Context: an optimization exercise on an open-source flow, tuned for small area. The choices shown serve that exercise and are no tape-out recipe.
No functional check of the RTL was part of this run.

[config.mk]
export PLATFORM = sky130hd
export DESIGN_NAME = snn_top
export DESIGN_NICKNAME = snn_top
export VERILOG_FILES = /design/flow/design.v
export SDC_FILE = /design/flow/constraint.sdc
export NUM_CORES = 4
export LEC_CHECK = 0
export CAP_MARGIN = 20
export CORE_MARGIN = 2
export CORE_UTILIZATION = 40
export PLACE_DENSITY = 0.6
export SLEW_MARGIN = 20
[constraint.sdc]
create_clock -name core_clock -period 14.0 [get_ports {clk}]
set_input_delay 2.8000 -clock core_clock [delete_from_list [all_inputs] [get_ports {clk}]]
set_output_delay 2.8000 -clock core_clock [all_outputs]
set_load 0.01 [all_outputs]
[design.v]
`timescale 1ns / 1ps
module delta_mod#(
    parameter DATA_WIDTH = 11,
    parameter STEP_SIZE = 4,  
    parameter MAX_VAL = 2047,
    parameter MIN_VAL = 0
)(
    input logic clk,
    input logic rst_n,
    input logic [DATA_WIDTH-1:0] ecg_in,
    output logic [1:0] dm_spike_out,          
    output logic [DATA_WIDTH-1:0] signal
);
    logic init;
    logic last_cycle_spiked;
    wire [DATA_WIDTH:0] signal_plus = {1'b0, signal} + STEP_SIZE;
    wire [DATA_WIDTH:0] signal_minus = {1'b0, signal} - STEP_SIZE;
    wire [DATA_WIDTH-1:0] next_up = (signal_plus > MAX_VAL) ? MAX_VAL[DATA_WIDTH-1:0] : signal_plus[DATA_WIDTH-1:0];
    wire [DATA_WIDTH-1:0] next_down = (signal < STEP_SIZE) ? MIN_VAL[DATA_WIDTH-1:0] : signal_minus[DATA_WIDTH-1:0];
    always_ff @(posedge clk or negedge rst_n) begin
        if (!rst_n) begin
            signal <= '0;
            dm_spike_out[0] <= 1'b0;
            dm_spike_out[1] <= 1'b0;
            init <= 1'b0;
            last_cycle_spiked <= 1'b0;
        end else begin
            dm_spike_out[0] <= 1'b0;
            dm_spike_out[1] <= 1'b0;
            if (!init) begin
                signal <= ecg_in;
                init <= 1'b1;
            end else if (last_cycle_spiked) begin
                last_cycle_spiked <= 1'b0;
            end else begin
                if ({1'b0, ecg_in} > signal_plus) begin
                    dm_spike_out[0] <= 1'b1;
                    last_cycle_spiked <= 1'b1;
                    signal <= next_up;
                end else if ({1'b0, ecg_in} < signal_minus) begin
                    dm_spike_out[1] <= 1'b1;
                    last_cycle_spiked <= 1'b1;
                    signal <= next_down;
                end
            end
        end    
    end
endmodule
module aer_handler #(
    parameter int NUM_NEURONS = 16
)(
    input  logic                            clk,
    input  logic                            rst_n,
    input  logic                            step_rst,
    input  logic [NUM_NEURONS-1:0]          spike_vec,
    output logic [$clog2(NUM_NEURONS)-1:0]  aer_addr,
    output logic                            aer_valid
);
    localparam int ADDR_WIDTH = $clog2(NUM_NEURONS);
    logic [NUM_NEURONS-1:0]  serviced;
    logic [NUM_NEURONS-1:0]  pending;
    logic [ADDR_WIDTH-1:0]   grant_idx;
    logic                    any_pending;
    assign pending = spike_vec & ~serviced;
    always_comb begin
        grant_idx   = '0;
        any_pending = 1'b0;
        for (int i = 0; i < NUM_NEURONS; i++) begin
            if (pending[i] && !any_pending) begin
                grant_idx   = ADDR_WIDTH'(i);
                any_pending = 1'b1;
            end
        end
    end
    always_ff @(posedge clk or negedge rst_n) begin
        if (!rst_n)
            serviced <= '0;
        else if (step_rst)
            serviced <= '0;
        else if (any_pending)
            serviced[grant_idx] <= 1'b1;
    end
    assign aer_addr  = grant_idx;
    assign aer_valid = any_pending;
endmodule
module synapse_accumulator #(
    parameter int NUM_SYNAPSES = 256,
    parameter int WEIGHT_WIDTH = 8,
    parameter int ACCUM_WIDTH  = 16,
    parameter logic signed [(WEIGHT_WIDTH*NUM_SYNAPSES)-1:0] WEIGHTS = '0
)(
    input  logic                              clk,
    input  logic                              rst_n,
    input  logic                              accum_rst,
    input  logic                              spike_valid,
    input  logic [$clog2(NUM_SYNAPSES)-1:0]   spike_addr,
    output logic signed [ACCUM_WIDTH-1:0]     accum_out
);
    localparam logic signed [ACCUM_WIDTH-1:0] MAX_VAL = {1'b0, {(ACCUM_WIDTH-1){1'b1}}};
    localparam logic signed [ACCUM_WIDTH-1:0] MIN_VAL = {1'b1, {(ACCUM_WIDTH-1){1'b0}}};
    logic signed [ACCUM_WIDTH-1:0] accum_reg;
    logic signed [ACCUM_WIDTH-1:0] next_accum;
    logic signed [ACCUM_WIDTH:0] accum_wide;
    logic signed [WEIGHT_WIDTH-1:0] current_weight;
    assign current_weight = $signed(WEIGHTS[WEIGHT_WIDTH*spike_addr +: WEIGHT_WIDTH]);
    always_comb begin
        accum_wide = '0;
        next_accum = accum_reg;
        if (spike_valid) begin
            accum_wide = accum_reg + ACCUM_WIDTH'(current_weight);
            if (accum_wide > $signed({1'b0, MAX_VAL}))
                next_accum = MAX_VAL;
            else if (accum_wide < $signed({1'b1, MIN_VAL}))
                next_accum = MIN_VAL;
            else
                next_accum = accum_wide[ACCUM_WIDTH-1:0];
        end 
    end
    always_ff @(posedge clk or negedge rst_n) begin
        if (!rst_n)
            accum_reg <= '0;
        else if (accum_rst)
            accum_reg <= '0;
        else
            accum_reg <= next_accum;
    end
    assign accum_out = accum_reg;
endmodule
module lif_neuron_fixed #(
    parameter int I_WIDTH      = 16,
    parameter int I_FRAC_WIDTH = 8,
    parameter int WIDTH        = 16,
    parameter int FRAC_WIDTH   = 8
)(
    input  logic                      clk,
    input  logic                      rst_n,
    input  logic                      en,
    input  logic signed [I_WIDTH-1:0] input_current,
    output logic                      spike
);
    localparam int DECAY_WIDTH = WIDTH + 10;
    localparam int ACCUM_WIDTH = DECAY_WIDTH + 1;
    typedef logic signed [WIDTH-1:0]       state_t;
    typedef logic signed [ACCUM_WIDTH-1:0] accum_t;
    typedef logic signed [DECAY_WIDTH-1:0] decay_t;
    localparam state_t V_RESET = state_t'($signed({1'b1, {(WIDTH-1){1'b0}}}) >>> 1);  
    localparam state_t MAX_VAL = {1'b0, {(WIDTH-1){1'b1}}};
    localparam state_t MIN_VAL = {1'b1, {(WIDTH-1){1'b0}}};
    state_t v_reg, v_next;
    logic   spike_next;
    accum_t term_decay, term_input, v_next_pre;
    decay_t decay_x512, decay_x2, decay_x510;
    always_comb begin
        decay_x512 = decay_t'($signed(v_reg)) <<< 9;
        decay_x2   = decay_t'($signed(v_reg)) <<< 1;
        decay_x510 = decay_x512 - decay_x2;
        term_decay = accum_t'(decay_x510 >>> 9);
        term_input = accum_t'($signed(input_current)) <<< (FRAC_WIDTH - I_FRAC_WIDTH);
        v_next_pre = term_decay + term_input;
        if (v_next_pre >= accum_t'(MAX_VAL)) begin
            v_next     = V_RESET;
            spike_next = 1'b1;
        end else if (v_next_pre <= accum_t'(MIN_VAL)) begin
            v_next     = MIN_VAL;
            spike_next = 1'b0;
        end else begin
            v_next     = state_t'(v_next_pre[WIDTH-1:0]);
            spike_next = 1'b0;
        end
    end
    always_ff @(posedge clk or negedge rst_n) begin
        if (!rst_n) begin
            v_reg <= '0;
            spike <= 1'b0;
        end else if (en) begin
            v_reg <= v_next;
            spike <= spike_next;
        end
    end
endmodule
`timescale 1ns / 1ps
module lpf_unit #(
    parameter int WIDTH = 16,
    parameter int FRAC_WIDTH = 8
)(
    input logic clk,
    input logic rst_n,
    input logic spike_in,
    output logic signed [WIDTH-1:0] y_out
);
    typedef logic signed [WIDTH+10-1:0] decay_t;
    typedef logic signed [(2*WIDTH)+2-1:0] accum_t; 
    logic [WIDTH-1:0] y_reg;
    logic [WIDTH-1:0] y_next;
    decay_t decay_x512, decay_x2, decay_x510;
    accum_t term_decay, term_input, y_next_pre;
    localparam logic [WIDTH-1:0] MAX_VAL = {1'b0, {(WIDTH-1){1'b1}}};
    localparam logic [WIDTH-1:0] MIN_VAL = '0;
    always_comb begin
        decay_x512 = decay_t'($signed(y_reg)) <<< 9;
        decay_x2   = decay_t'($signed(y_reg)) <<< 1;
        decay_x510 = decay_x512 - decay_x2;
        term_decay = accum_t'(decay_x510 >>> 9);
        term_input = spike_in ? (accum_t'(1) << FRAC_WIDTH) : '0;
        y_next_pre = term_decay + term_input;
        if (y_next_pre >= accum_t'(MAX_VAL))
            y_next = MAX_VAL;
        else if (y_next_pre <= accum_t'(MIN_VAL))
            y_next = MIN_VAL;
        else
            y_next = y_next_pre[WIDTH-1:0];
    end
    always_ff @(posedge clk or negedge rst_n) begin
        if (!rst_n) begin
            y_reg <= 16'h0000;
            y_out <= 16'h0000;
        end else begin
            y_reg <= y_next;
            y_out <= y_next;
        end
    end
endmodule
`timescale 1ns / 1ps
module output_decoder#(
    parameter int NUM_NEURONS = 16,
    parameter int WIDTH = 16,
    parameter int FRAC_WIDTH = 8,
    parameter int ADDR_WIDTH = 4,
    parameter logic signed [31:0] THRESHOLD = 32'h0001_0000
)(
    input logic clk,
    input logic rst_n,
    input logic [NUM_NEURONS-1:0] spike_in,
    input logic weight_en,
    input logic [ADDR_WIDTH-1:0] weight_addr,
    input logic signed [WIDTH-1:0] weight_data,
    input logic start,
    output logic done,
    output logic signed [31:0] prediction,
    output logic match
);
    localparam int GUARD_BITS = $clog2(NUM_NEURONS);
    localparam int ACCUM_WIDTH = (2 * WIDTH) + GUARD_BITS;
    logic signed [WIDTH-1:0] lpf_outputs [NUM_NEURONS];
    logic signed [WIDTH-1:0] lpf_snapshot [NUM_NEURONS];
    genvar i;
    generate
        for (i = 0; i < NUM_NEURONS; i++) begin : bank
            lpf_unit #(.WIDTH(WIDTH), .FRAC_WIDTH(FRAC_WIDTH)) lpf_inst (
                .clk(clk), .rst_n(rst_n), .spike_in(spike_in[i]), .y_out(lpf_outputs[i])
            );
        end
    endgenerate
    logic signed [WIDTH-1:0] weights [NUM_NEURONS];
    always_ff @(posedge clk) begin
        if (weight_en)
            weights[weight_addr] <= weight_data;
    end
    typedef enum logic [1:0] {IDLE, COMPUTE, FINISH} out_dec_state_t;
    out_dec_state_t state;
    logic [ADDR_WIDTH-1:0] ptr;
    logic signed [ACCUM_WIDTH-1:0] accum;  
    always_ff @(posedge clk or negedge rst_n) begin
        if (!rst_n) begin
            state <= IDLE;
            prediction <= '0;
            done <= '0;
            match <= '0;
            accum <= '0;
            ptr <= '0;
            for (int idx = 0; idx < NUM_NEURONS; idx++) begin
                lpf_snapshot[idx] <= '0;
            end
        end else begin
            case (state)
                IDLE: begin
                    done <= '0;
                    if (start) begin
                        ptr <= '0;
                        accum <= '0;
                        for (int idx = 0; idx < NUM_NEURONS; idx++) begin
                            lpf_snapshot[idx] <= lpf_outputs[idx];
                        end
                        state <= COMPUTE;
                    end
                end
                COMPUTE: begin
                    accum <= accum + ($signed({1'b0, lpf_snapshot[ptr]}) * weights[ptr]);
                    if (ptr == (ADDR_WIDTH'(NUM_NEURONS - 1)))
                        state <= FINISH;
                    else
                        ptr <= ptr + 1;
                end
                FINISH: begin
                    logic signed [31:0] val_sat;
                    if (accum > 36'sh0_7FFF_FFFF) begin
                        val_sat = 32'sh7FFF_FFFF; 
                    end else if (accum < 36'shF_8000_0000) begin
                        val_sat = 32'sh8000_0000;
                    end else begin
                        val_sat = accum[31:0];
                    end
                    prediction <= val_sat;
                    if ($signed(val_sat) > THRESHOLD)
                        match <= 1'b1;
                    else
                        match <= 1'b0;
                    done <= 1'b1;
                    state <= IDLE;
                end
                default: begin
                    state <= IDLE;
                end
            endcase
        end
    end
endmodule
module snn_top #(
    parameter int ECG_WIDTH          = 11,   
    parameter int DM_STEP_SIZE       = 4,    
    parameter int NUM_HIDDEN_LAYERS  = 4,
    parameter int NEURONS_PER_LAYER  = 8,
    parameter int NEURON_WIDTH       = 16,   
    parameter int NEURON_FRAC_WIDTH  = 8,    
    parameter int CURRENT_WIDTH      = 16,
    parameter int CURRENT_FRAC_WIDTH = 1,
    parameter int WEIGHT_WIDTH       = 8,
    parameter int NUM_TIMESTEPS      = 10,   
    parameter logic signed [31:0] MATCH_THRESHOLD = 32'h0001_0000
)(
    input  logic                                        clk,
    input  logic                                        rst_n,
    input  logic [ECG_WIDTH-1:0]                        ecg_in,
    input  logic                                        inference_start,
    output logic                                        inference_done,
    output logic                                        match,
    output logic [1:0]                                  dm_spike_raster,  
    output logic [NUM_HIDDEN_LAYERS*NEURONS_PER_LAYER-1:0] spike_raster,
    output logic signed [31:0]                          prediction,
    input  logic                                        weight_en,
    input  logic [$clog2(NEURONS_PER_LAYER)-1:0]        weight_addr,
    input  logic signed [NEURON_WIDTH-1:0]              weight_data
);
    localparam logic [127:0] INPUT_WEIGHTS_FLAT = {
        8'sd86,  -8'sd128,  
        -8'sd16,  8'sd112,  
        8'sd104,  8'sd70,   
        8'sd112, -8'sd88,   
        -8'sd86,  8'sd92,   
        8'sd80,   8'sd98,   
        8'sd74,   8'sd120,  
        -8'sd94,  8'sd96    
    };
    localparam logic [511:0] L1_WEIGHTS = {
        -8'sd32,  8'sd56,  8'sd96, -8'sd24,  8'sd48,  8'sd40,  8'sd64,  8'sd16,   
         8'sd20,  8'sd110, 8'sd18,  8'sd80,  8'sd56,  8'sd84,  8'sd102, 8'sd52,   
         8'sd80,  8'sd40, -8'sd88,  8'sd48,  8'sd32,  8'sd104, 8'sd16,  8'sd56,   
         8'sd16,  8'sd64,  8'sd24,  8'sd40,  8'sd88,  8'sd8,   8'sd48,  8'sd72,   
         8'sd64,  8'sd8,   8'sd32,  8'sd112, -8'sd80, 8'sd40,  8'sd56,  8'sd24,   
         8'sd48,  8'sd24,  8'sd72,  8'sd16,  8'sd64,  8'sd96,  8'sd32,  8'sd48,   
         8'sd8,   8'sd88,  8'sd56,  8'sd24,  8'sd40,  8'sd16,  8'sd80,  8'sd64,   
         8'sd48,  8'sd16,  8'sd32,  8'sd72,  8'sd8,   8'sd56, -8'sd24,  8'sd40    
    };
    localparam logic [511:0] L2_WEIGHTS = {
        -8'sd56,  8'sd64,  8'sd88, -8'sd16,  8'sd24,  8'sd48,  8'sd40,  8'sd32,   
         8'sd104, -8'sd72, 8'sd40,  8'sd24,  8'sd32,  8'sd16,  8'sd64,  8'sd56,   
         8'sd16,  8'sd32,  8'sd24,  8'sd88, -8'sd56, 8'sd64,  8'sd48,  8'sd8,    
         8'sd24,  8'sd56,  8'sd40,  8'sd48,  8'sd72,  8'sd32,  8'sd16,  8'sd80,   
         8'sd64,  8'sd8,  -8'sd80,  8'sd56,  8'sd24,  8'sd96,  8'sd32,  8'sd48,   
         8'sd72,  8'sd16,  8'sd64,  8'sd8,   8'sd40,  8'sd88,  8'sd56,  8'sd24,   
         8'sd24,  8'sd80,  8'sd48,  8'sd32,  8'sd64,  8'sd8,   8'sd72,  8'sd40,   
         8'sd40,  8'sd8,   8'sd24,  8'sd56,  8'sd16,  8'sd48, -8'sd32,  8'sd64    
    };
    localparam logic [511:0] L3_WEIGHTS = {
        -8'sd16,  8'sd40,  8'sd80, -8'sd56,  8'sd64,  8'sd24,  8'sd8,   8'sd48,   
         8'sd72, -8'sd88,  8'sd8,   8'sd64,  8'sd48,  8'sd32,  8'sd56,  8'sd16,   
         8'sd88,  8'sd24, -8'sd16,  8'sd48,  8'sd72,  8'sd40,  8'sd32,  8'sd64,   
         8'sd64,  8'sd40,  8'sd8,   8'sd32,  8'sd80,  8'sd48,  8'sd24,  8'sd56,   
         8'sd32,  8'sd56,  8'sd96,  8'sd24, -8'sd40, 8'sd72,  8'sd48,  8'sd16,   
         8'sd24,  8'sd8,   8'sd40,  8'sd64,  8'sd16,  8'sd56,  8'sd80,  8'sd32,   
         8'sd48,  8'sd96,  8'sd56,  8'sd40,  8'sd8,   8'sd64,  8'sd24,  8'sd72,   
         8'sd8,   8'sd32,  8'sd48,  8'sd16,  8'sd56,  8'sd24, -8'sd40,  8'sd88    
    };
    localparam logic [1535:0] HIDDEN_WEIGHTS_FLAT = {L3_WEIGHTS, L2_WEIGHTS, L1_WEIGHTS};
    localparam int NEURON_ADDR_WIDTH = $clog2(NEURONS_PER_LAYER);
    localparam int DM_CHANNELS       = 2;
    localparam int DM_ADDR_WIDTH     = $clog2(DM_CHANNELS);
    typedef enum logic [2:0] {
        S_IDLE, S_SAMPLE, S_PROCESS, S_UPDATE, S_OUTPUT, S_DONE
    } fsm_state_t;
    fsm_state_t state, state_next;
    logic [$clog2(NUM_TIMESTEPS)-1:0] timestep, timestep_next;
    logic neuron_en, timestep_rst, synapse_rst, output_start;
    logic [1:0]           dm_spikes;
    logic [ECG_WIDTH-1:0] dm_reconstructed;
    delta_mod #(
        .DATA_WIDTH(ECG_WIDTH),
        .STEP_SIZE(DM_STEP_SIZE),
        .MAX_VAL((1 << ECG_WIDTH) - 1),
        .MIN_VAL(0)
    ) u_delta_mod (
        .clk        (clk),
        .rst_n      (rst_n),
        .ecg_in     (ecg_in),
        .dm_spike_out(dm_spikes),
        .signal     (dm_reconstructed)
    );
    assign dm_spike_raster = dm_spikes;
    logic [NUM_HIDDEN_LAYERS*NEURONS_PER_LAYER-1:0] layer_spikes_flat;
    logic [NEURONS_PER_LAYER*CURRENT_WIDTH-1:0] layer0_current_flat;
    logic [(NUM_HIDDEN_LAYERS-1)*NEURON_ADDR_WIDTH-1:0] hidden_aer_addr_flat;
    logic [NUM_HIDDEN_LAYERS-1:1] hidden_aer_valid_flat;
    logic [(NUM_HIDDEN_LAYERS-1)*NEURONS_PER_LAYER*CURRENT_WIDTH-1:0] hidden_current_flat;
    logic [NUM_HIDDEN_LAYERS-1:0] layer_aer_active; 
    logic [DM_ADDR_WIDTH-1:0] input_aer_addr;
    logic                     input_aer_valid;
    aer_handler #(
        .NUM_NEURONS(DM_CHANNELS)
    ) u_input_aer (
        .clk        (clk),
        .rst_n      (rst_n),
        .step_rst   (timestep_rst),
        .spike_vec  (dm_spikes),
        .aer_addr   (input_aer_addr),
        .aer_valid  (input_aer_valid)
    );
    assign layer_aer_active[0] = input_aer_valid;
    genvar n;
    generate
        for (n = 0; n < NEURONS_PER_LAYER; n++) begin : gen_layer0_accum
            synapse_accumulator #(
                .NUM_SYNAPSES(DM_CHANNELS),
                .WEIGHT_WIDTH(WEIGHT_WIDTH),
                .ACCUM_WIDTH(CURRENT_WIDTH),
                .WEIGHTS(INPUT_WEIGHTS_FLAT[16*n +: 16])
            ) u_accum (
                .clk        (clk),
                .rst_n      (rst_n),
                .accum_rst  (synapse_rst),
                .spike_valid(input_aer_valid),
                .spike_addr (input_aer_addr),
                .accum_out  (layer0_current_flat[n*CURRENT_WIDTH +: CURRENT_WIDTH])
            );
        end
        for (n = 0; n < NEURONS_PER_LAYER; n++) begin : gen_layer0_neuron
            lif_neuron_fixed #(
                .I_WIDTH(CURRENT_WIDTH),
                .I_FRAC_WIDTH(CURRENT_FRAC_WIDTH),
                .WIDTH(NEURON_WIDTH),
                .FRAC_WIDTH(NEURON_FRAC_WIDTH)
            ) u_neuron (
                .clk          (clk),
                .rst_n        (rst_n),
                .en           (neuron_en),
                .input_current(layer0_current_flat[n*CURRENT_WIDTH +: CURRENT_WIDTH]),
                .spike        (layer_spikes_flat[n])
            );
        end
    endgenerate
    generate
        for (genvar L = 1; L < NUM_HIDDEN_LAYERS; L++) begin : gen_hidden_layer
            aer_handler #(
                .NUM_NEURONS(NEURONS_PER_LAYER)
            ) u_aer (
                .clk       (clk),
                .rst_n     (rst_n),
                .step_rst  (timestep_rst),
                .spike_vec (layer_spikes_flat[(L-1)*NEURONS_PER_LAYER +: NEURONS_PER_LAYER]),
                .aer_addr  (hidden_aer_addr_flat[(L-1)*NEURON_ADDR_WIDTH +: NEURON_ADDR_WIDTH]),
                .aer_valid (hidden_aer_valid_flat[L])
            );
            assign layer_aer_active[L] = hidden_aer_valid_flat[L];
            for (genvar N = 0; N < NEURONS_PER_LAYER; N++) begin : gen_accum
                synapse_accumulator #(
                    .NUM_SYNAPSES(NEURONS_PER_LAYER),
                    .WEIGHT_WIDTH(WEIGHT_WIDTH),
                    .ACCUM_WIDTH(CURRENT_WIDTH),
                    .WEIGHTS(HIDDEN_WEIGHTS_FLAT[((L-1)*512) + (N*64) +: 64])
                ) u_accum (
                    .clk        (clk),
                    .rst_n      (rst_n),
                    .accum_rst  (synapse_rst),
                    .spike_valid(hidden_aer_valid_flat[L]),
                    .spike_addr (hidden_aer_addr_flat[(L-1)*NEURON_ADDR_WIDTH +: NEURON_ADDR_WIDTH]),
                    .accum_out  (hidden_current_flat[((L-1)*NEURONS_PER_LAYER + N)*CURRENT_WIDTH +: CURRENT_WIDTH])
                );
            end
            for (genvar N = 0; N < NEURONS_PER_LAYER; N++) begin : gen_neuron
                lif_neuron_fixed #(
                    .I_WIDTH(CURRENT_WIDTH),
                    .I_FRAC_WIDTH(CURRENT_FRAC_WIDTH),
                    .WIDTH(NEURON_WIDTH),
                    .FRAC_WIDTH(NEURON_FRAC_WIDTH)
                ) u_neuron (
                    .clk          (clk),
                    .rst_n        (rst_n),
                    .en           (neuron_en),
                    .input_current(hidden_current_flat[((L-1)*NEURONS_PER_LAYER + N)*CURRENT_WIDTH +: CURRENT_WIDTH]),
                    .spike        (layer_spikes_flat[L*NEURONS_PER_LAYER + N])
                );
            end
        end
    endgenerate
    logic output_done;
    output_decoder #(
        .NUM_NEURONS(NEURONS_PER_LAYER),
        .WIDTH(NEURON_WIDTH),
        .FRAC_WIDTH(NEURON_FRAC_WIDTH),
        .ADDR_WIDTH(NEURON_ADDR_WIDTH),
        .THRESHOLD(MATCH_THRESHOLD)
    ) u_output_decoder (
        .clk        (clk),
        .rst_n      (rst_n),
        .spike_in   (layer_spikes_flat[(NUM_HIDDEN_LAYERS-1)*NEURONS_PER_LAYER +: NEURONS_PER_LAYER]),
        .weight_en  (weight_en),
        .weight_addr(weight_addr),
        .weight_data(weight_data),
        .start      (output_start),
        .done       (output_done),
        .prediction (prediction),
        .match      (match)
    );
    assign spike_raster = layer_spikes_flat;
    logic all_aer_done;
    logic output_done_seen;
    assign all_aer_done = (layer_aer_active == '0);
    always_comb begin
        state_next     = state;
        timestep_next  = timestep;
        neuron_en      = 1'b0;
        timestep_rst   = 1'b0;
        synapse_rst    = 1'b0;
        output_start   = 1'b0;
        inference_done = 1'b0;
        case (state)
            S_IDLE:
                if (inference_start) begin
                    timestep_next = '0;
                    state_next    = S_SAMPLE;
                end
            S_SAMPLE: begin
                timestep_rst = 1'b1;
                synapse_rst  = 1'b1;
                output_start = 1'b1;
                state_next   = S_PROCESS;
            end
            S_PROCESS:
                if (all_aer_done && (output_done || output_done_seen)) state_next = S_UPDATE;
            S_UPDATE: begin
                neuron_en     = 1'b1;
                timestep_next = timestep + 1;
                if (timestep + 1 >= NUM_TIMESTEPS)
                    state_next = S_OUTPUT;
                else
                    state_next = S_SAMPLE;
            end
            S_OUTPUT: begin
                output_start = 1'b1;
                if (output_done) state_next = S_DONE;
            end
            S_DONE: begin
                inference_done = 1'b1;
                state_next     = S_IDLE;
            end
            default: state_next = S_IDLE;
        endcase
    end
    always_ff @(posedge clk or negedge rst_n) begin
        if (!rst_n) begin
            state    <= S_IDLE;
            timestep <= '0;
            output_done_seen <= 1'b0;
        end else begin
            state    <= state_next;
            timestep <= timestep_next;
            if (state == S_SAMPLE)
                output_done_seen <= 1'b0;
            else if (state == S_PROCESS && output_done)
                output_done_seen <= 1'b1;
        end
    end
endmodule
[run.sh]
#!/bin/bash
# synth_recipe.tcl (not shown) runs the flow's synth.tcl, then flattens the netlist and writes it again
# the make line also repeats each setting of config.mk as NAME=value (left out here)
make -C /OpenROAD-flow-scripts/flow DESIGN_CONFIG=/design/flow/config.mk WORK_HOME=/design/flow/orfs CLKGATE_MAP_FILE= SYNTH_SCRIPT=/design/flow/synth_recipe.tcl finish
==> out/qor.csv <==
metric,value,unit
placed cell count,20200,
slowest CP cell,dfrtp_2,
Synth cell types,111,
post-CTS setup buffers,0,
register bit total from synthesis,1512,
"FFs w/ async S/R, synth",0.915,
Clock Latency Late Sink,900,ps
M1 WL,172000,um
Setup CP Type,flop to flop,
Initial Util,0.401,
Largest register FFs,384,
CTS tree,built,
Fin. Hold Viols,0,
CP max FO,36,
gpl congestion,0.882,
Final Setup Violations,0,
dpl ws,2550,ps
initial antenna violation count,9,
via count,113000,
R2R Setup Slk,2330,ps
Sequential Area,38500,um^2
R2R depth,37,
Worst Skew,46.3,ps
Port Buffers,101,
WP data arrival,12460,ps
top-count cell post-synth,nand2_1,
Post-DRT Antenna Nets,0,
final HPWL from detailed placement,265000,um
fin nets,17800,
cells after synthesis,15900,
Vias/cell,5.53,
Area Growth Syn to Fin,9.45,%
Total GRT Usage,0.202,
fmax,85.7,MHz
Finished Layout Cells,20500,
post-synthesis sequential area ratio,0.285,
Die H,585,um
Multi-input gate area,90200,um^2
total core area,336000,um^2
die width,585,um
Clock Path Buffers,4,
Met3 Routed Length,13700,um
Post-Route WL,352000,um
Worst Hold Class,flop to flop,
TNS Setup,0,ps
post-synthesis area per instance,8.52,um^2
Post-CTS Resized,0,
Avg WL per Cell,17.1,um
r2r endpoint,u_output_decoder.accum[34]$_DFFE_PN0P_,
crit path launch type,flop,
Worst-Margin Slew,1100,ps
post-route cell area,148000,um^2
drt drc,0,
endpoint class of the critical path,flop,
most frequent CP cell,fa_1,
crit share post-route,0.833,
WHS Endpoint,u_output_decoder.lpf_snapshot[6][7]$_DFFE_PN0P_,
num rows,213,
Placed Area,141000,um^2
vias in the first global route,110000,
Num Clock Sinks,1512,
synthesized area,135000,um^2
Final Slew Violations,0,
Synth top area share,0.256,
Clock Pin Slew Worst Setup and Hold Paths,70,ps
htree depth,4,
RSZ-0062 raised after global routing,no,
Worst Slack Setup Final,2330,ps
WHS Path Cells,2,
DRT Pass-1 Iters,7,
Synth area leader,dfrtp_1,
final-layout fill cell count,33400,
num ports,102,
largest net degree at the start of global routing,143,
Synth Warn #,42,
Post-synth EDFFs,128,
Slew HR,0.265,
first-pass GRT wire length,578000,um
minimum period implied by the final worst setup slack,11670,ps
share of layout cells above drive strength 1,0.0480,
met2 WL,158000,um
top layer in use,met5,
Main synth FF type,dfrtp_1,
gr ovfl total,0,
Area contributors post-synth,"dfrtp_1 26%, ha_1 15%, nand2_1 4.8%, xnor2_1 4.4%, o21ai_0 3.9%",
max-cap violations,0,
outcome,"complete, no violations",
Synth top cells by count,"1,730 x nand2_1, 1,635 x ha_1, 1,384 x dfrtp_1",
die area,342000,um^2
largest stage delay on the critical path,1020,ps
TritonCTS Buffers,196,
DR iter-0 viols,6975,
CTS root buf,clkbuf_16,
CTS Hold Bufs,0,
Worst EP required,14800,ps
Hold Crit Start,u_output_decoder.lpf_snapshot[6][7]$_DFFE_PN0P_,
FF-to-FF Start,u_output_decoder.ptr[1]$_DFFE_PN0P_,
## worst max-delay path, delay by kind of cell, from the launching register on
family / cells / cell delay, ps
adders and majority gates: 10 / 4720
AOI/OAI and AO/OA: 9 / 2720
and+or+nand+nor: 11 / 2280
DFF: 1 / 1020
buffers and inverters: 5 / 620
xor gates and xnor gates: 2 / 210
## layout by cell type, fill, tap and decap left out, types with 105 or more instances in the layout
master	n
dfrtp_1	1381
a221o_1	105
xnor2_1	675
buf_4	107
a21oi_1	933
nor2_1	1196
inv_1	1274
nand2b_1	235
o21ai_0	1056
nand4_1	165
nor3_1	348
nand3_1	347
o21bai_1	112
edfxtp_1	128
and2_1	105
xor2_1	468
nor4_1	204
a31oi_1	142
o21a_1	245
o22ai_1	192
ha_1	1635
and3_1	140
nor2b_1	266
clkbuf_16	196
nand2_1	1724
a21o_1	317
o31ai_1	121
a211oi_1	107
fa_1	255
## cell families (layout without fill, tap and decap cells)
| group | Yosys count | in the layout | share of synthesized area |
|---|---|---|---|
| xor+xnor | 1145 | 1145 | 0.0744 |
| simple gates | 5263 | 5263 | 0.188 |
| fa+ha+maj | 1892 | 1892 | 0.189 |
| mux | 117 | 117 | 0.0122 |
| buf+inv | 1710 | 1853 | 0.0487 |
| compound gates | 4212 | 4212 | 0.203 |
| other cells | 2 | 15 | 0.0000556 |
| flops | 1512 | 1512 | 0.285 |
## how the worst max path moves through the flow
stage / to / from / slack, ps
after floorplan: u_output_decoder.accum[34]$_DFFE_PN0P_ / u_output_decoder.ptr[0]$_DFFE_PN0P_ / 3760
after global placement: u_output_decoder.accum[34]$_DFFE_PN0P_ / u_output_decoder.ptr[1]$_DFFE_PN0P_ / 2630
after detailed placement: u_output_decoder.accum[34]$_DFFE_PN0P_ / u_output_decoder.ptr[1]$_DFFE_PN0P_ / 2550
after CTS: u_output_decoder.accum[34]$_DFFE_PN0P_ / u_output_decoder.ptr[1]$_DFFE_PN0P_ / 2490
after global routing: u_output_decoder.accum[34]$_DFFE_PN0P_ / u_output_decoder.ptr[1]$_DFFE_PN0P_ / 1820
final: u_output_decoder.accum[34]$_DFFE_PN0P_ / u_output_decoder.ptr[1]$_DFFE_PN0P_ / 2330
## cell type report
| type | count | share of cell area |
|---|---|---|
| repair buffers | 216 | 0.0133 |
| well taps | 4515 | 0.0382 |
| diodes | 6 | 0.000102 |
| multi-input cells | 12600 | 0.610 |
| clock inverters | 93 | 0.00798 |
| clock buffers | 266 | 0.0373 |
| flip-flops and latches | 1512 | 0.260 |
| inverters | 1278 | 0.0325 |
## per-stage QoR
step,utilization,hold slack [ps]
after floorplan,-,440
final,0.439,471
after global placement,0.419,456
after detailed placement,0.419,460
after CTS,0.439,475
after global routing,0.439,499
## layer usage
metal	vias up	track usage
li1	57000	-
met1	54200	0.287
met2	1772	0.330
met3	379	0.0228
met4	4	0.0450
met5	-	0

==> static timing again, ports no longer ideal <==
Ports are ideal in the flow. The routed layout listed here was re-timed in OpenROAD.
Step 1 (the two cells are an assumption about what drives the block):
set clk [get_ports {clk}]
set_driving_cell -lib_cell sky130_fd_sc_hd__clkbuf_16 $clk
set_driving_cell -lib_cell sky130_fd_sc_hd__buf_2 [delete_from_list [all_inputs] $clk]
Step 2 moves the port delays by t, midway between the first and last clock arrival at a register: inputs arrive t later, outputs are due t later. That takes back most of the time a late clock gives input paths.
a / b / c = no drivers / after step 1 / after step 2; a / b = the first two.
t (ns): 0.978
slack for setup (ns): 2.333 / 2.333 / 2.333
hold slack, ns: 0.471 / 0.471 / 0.471
worst data-port slew with drivers (ns): 0.14
After both steps setup and hold are still met in this run. For this run, drivers alone change the setup slack by 0.000 ns; drivers and shift together by 0.000 ns.
